What follows belongs to an exercise in optimizing a design on an open flow for small area, a short achievable clock period and few clock cycles per item; a production flow would make more cautious choices. At most, simulation tests tie the RTL to the original design; equivalence was not proved.

## red
Design execute_divide, start of the top module:
module execute_divide(input wire              clk,
                      input wire              reset,
                      input wire              enable,
                      input wire 	      unsigned_div,
                      output wire             done,
                      input wire [32-1:0] in_a,
                      input wire [32-1:0] in_b,
                      output reg [32-1:0] out,
                      output reg              ov
                      );
   reg                                         st_idle;
   reg                                         st_neg;
   reg                                         st_prep;
   reg                                         st_iter;
   reg                                         st_zero;
   reg                                         st_done;
   reg [32:0]                                  R;      
   reg [31:0]                                  D;      
   reg [4:0]                                   lza;    
   reg [4:0]                                   lzb;    
   reg                                         b_neg;  
   reg                                         sub;    
   reg                                         negate;  
   reg                                         inv_q;   
   function [4:0] lzc(input [31:0] x);
      reg [31:0] y;
      reg [3:0]  q;
      reg [7:0]  nz;
      reg [15:0] l;
      reg        found;
      integer    g;
      begin
         y = x | 32'h1;
  ...
clock: 7.0 ns
lec_check: 0
cap_margin: 20
core_margin: 2
core_utilization: 55
place_density: 0.75
setup_slack_margin: 3.5
slew_margin: 20
tns_end_percent: 10
run.sh (not shown) runs the stock make flow with config.mk's settings and CLKGATE_MAP_FILE= SYNTH_SCRIPT=/design/flow/synth_recipe.tcl, a recipe that flattens the netlist after the stock synthesis.
Testbench counts of red, summed over its fixed seeds: cycles 32,040, items 3,200.
Edits applied to the flow inputs when going from red to blue:
Settings: SETUP_SLACK_MARGIN: 3.5 -> 3.9; TNS_END_PERCENT: 10 -> unset; CORE_UTILIZATION: 55 -> 40; PLACE_DENSITY: 0.75 -> unset.
The maximum fanout encountered on the critical timing path in blue sits 29 below the value recorded for red.
For blue, the standard cell with the maximum stage delay on the critical path was sky130_fd_sc_hd__edfxtp_1, unlike red, where it was sky130_fd_sc_hd__o31ai_1.
[diff] final non-filler cell area, blue relative to red: regression
blue against red: worst path required time has decreased, utilization fell 13 points.
On met2 track demand over resource: between blue and red, it ends up higher for red.
Cell count, blue vs red: up by a little under 10%
## Diff of input files: green against blue
Settings: SETUP_SLACK_MARGIN: 3.9 -> 3.5; CTS_BUF_LIST: unset -> sky130_fd_sc_hd__clkbuf_4 sky130_fd_sc_hd__clkbuf_8; CORE_UTILIZATION: 40 -> 55; PLACE_DENSITY: unset -> 0.75.
- blue → green: clock-pin slew reported for the worst setup and hold paths after clock tree synthesis higher, global-route usage higher.
- Summary of green over blue: setup slack fell 0.14 ns; multi-input logic portion of the cell area about even; level count of the clock H-tree about even; path length in cells of the critical path fell 5.
- Against blue, green reports a met2 track demand over resource that is higher.
- Number of standard cells in the final layout excluding fillers, blue and green, lower one = green.
#### Input delta (orange over green)
Settings: SETUP_SLACK_MARGIN changed from 3.5 to 3.6; CTS_BUF_LIST changed from sky130_fd_sc_hd__clkbuf_4 sky130_fd_sc_hd__clkbuf_8 to sky130_fd_sc_hd__clkbuf_8.
### Flow results
Lower final worst slack among green and orange: green
First-pass GRT wire length: orange vs green up 0.91%
orange vs. green: cell area after layout moved up, share of cell area taken by muxes after synthesis comparable, wire length moved up, synthesis-to-layout area growth went up by 3.5 points, fraction of area in clock buffers and inverters comparable.
green → orange: arrival time reported for the critical path endpoint went down by 0.05 ns, vias per cell shows a reduction of 1.0%.

execute_divide, a different RTL version from the one above (not shown whole).
Size: roughly 110 flip-flops, about 10,000 um2 of cells after synthesis.
make LEC_CHECK=0 CAP_MARGIN=20 CORE_MARGIN=2 CORE_UTILIZATION=40 SETUP_SLACK_MARGIN=4 SLEW_MARGIN=20 finish   # period 7.0 ns
The first run finished with timing, DRC and antenna clean.
Rerun with:
Settings changed: SETUP_SLACK_MARGIN 4 to not set.
The changed run passed the timing, DRC and antenna checks.
Wire length fell by 17%.
Worst hold slack improves by 0.019 ns.
Clock-buffer cell count does not change.
Setup slack loses 1.3 ns.
No run of this note included a check of the RTL's function; only the layout flow was run.

== v59 ==
execute_divide with an RTL version that a note above also has.
Size in the first run: roughly 1,300 cells after synthesis, about 0.010 mm2 of cells after synthesis.
Settings: LEC_CHECK=0, CAP_MARGIN=20, CORE_MARGIN=2, CORE_UTILIZATION=40, SETUP_SLACK_MARGIN=3.7, SLEW_MARGIN=20; clock period 7.0 ns.
v59 went all the way through the flow, and no timing, DRC or antenna check failed.
Testbench counts of v59, summed over its fixed seeds: cycles 32,040, items 3,200.
Changes in v56 relative to v59:
- CORE_UTILIZATION now 55, was 40
- PLACE_DENSITY now 0.75, previously not set
- SETUP_SLACK_MARGIN now 3.5, was 3.7
- CTS_BUF_LIST now sky130_fd_sc_hd__clkbuf_8, previously not set
## What came out
- Max-slew headroom at the worst pin: v56 better than v59
- Compared to v59, v56 has post-layout instance area 10% lower.
- v56 against v59: routed length on met1 -17%, final standard cell utilization of the core +13 points, hold slack ~0 delta.
- End point of the critical path = R[20]: v56; end point of the critical path = lzb[1]: v59
- From v59 to v56 the numbers moved as follows: die footprint now sits lower, routed wire length now sits lower.
Input-level comparison between v39 and v56:
- removing CTS_BUF_LIST (formerly sky130_fd_sc_hd__clkbuf_8)
- removing PLACE_DENSITY (formerly 0.75)
- changing CORE_UTILIZATION from 55 to 40
Notes after the runs:
When v39 is set beside v56, its maximum single-stage delay on the critical path turns out to be 0.02 ns larger.
Cmp v56 and v39 / number of cell instances on the worst register-to-register path / higher: v39
[compare] base=v56 new=v39: post-route non-filler standard cell count grew by 105; via count shrank by 308; starting density of the core shrank by 16 points; clock insertion delay at the later pin of the skew report shrank by 0.04 ns.

afterwards: timing with drivers on the ports:
How much do the figures lean on ideal ports? The routed layouts below were timed once more, with nothing changed but the port constraints. Step 1, drivers: a clkbuf_16 drives clk and a buf_2 each remaining input, both assumed. Step 2 also shifts input and output timing later by t, the mid clock arrival at the registers, as if the neighbouring blocks saw the same clock. Three values: no drivers, after step 1, after step 2; two values: the first two.
| run | t, ns | slack for setup (ns) | hold WS [ns] | worst setup path at the end | clock arrival spread, ns |
|---|---|---|---|---|---|
| red | 0.479 | 3.421 / 3.421 / 3.026 | 0.459 / 0.459 / 0.459 | input to register | 0.011 / 0.012 |
| blue | 0.477 | 3.658 / 3.658 / 3.306 | 0.458 / 0.458 / 0.458 | input to register | 0.011 / 0.011 |
| green | 0.506 | 3.515 / 3.515 / 3.068 | 0.456 / 0.456 / 0.456 | input to register | 0.019 / 0.019 |
| orange | 0.492 | 3.577 / 3.577 / 3.152 | 0.468 / 0.468 / 0.468 | input to register | 0.017 / 0.018 |
| the first run of note 2 | 0.414 | 2.168 / 2.168 / 2.168 | 0.525 / 0.525 / 0.525 | register to register | 0.016 / 0.016 |
| the second run of note 2 | 0.419 | 0.852 / 0.852 / 0.852 | 0.544 / 0.544 / 0.544 | register to register | 0.016 / 0.017 |
| v59 | 0.475 | 3.715 / 3.672 / 3.197 | 0.458 / 0.458 / 0.458 | input to register | 0.011 / 0.012 |
| v56 | 0.506 | 3.515 / 3.515 / 3.068 | 0.456 / 0.456 / 0.456 | input to register | 0.019 / 0.019 |
| v39 | 0.478 | 3.485 / 3.485 / 3.120 | 0.458 / 0.458 / 0.458 | input to register | 0.010 / 0.009 |
After both steps setup and hold are still met in every run listed. The setup slack of v59, which loses most, moves by -0.043 ns with the drivers and by -0.518 ns with both steps.
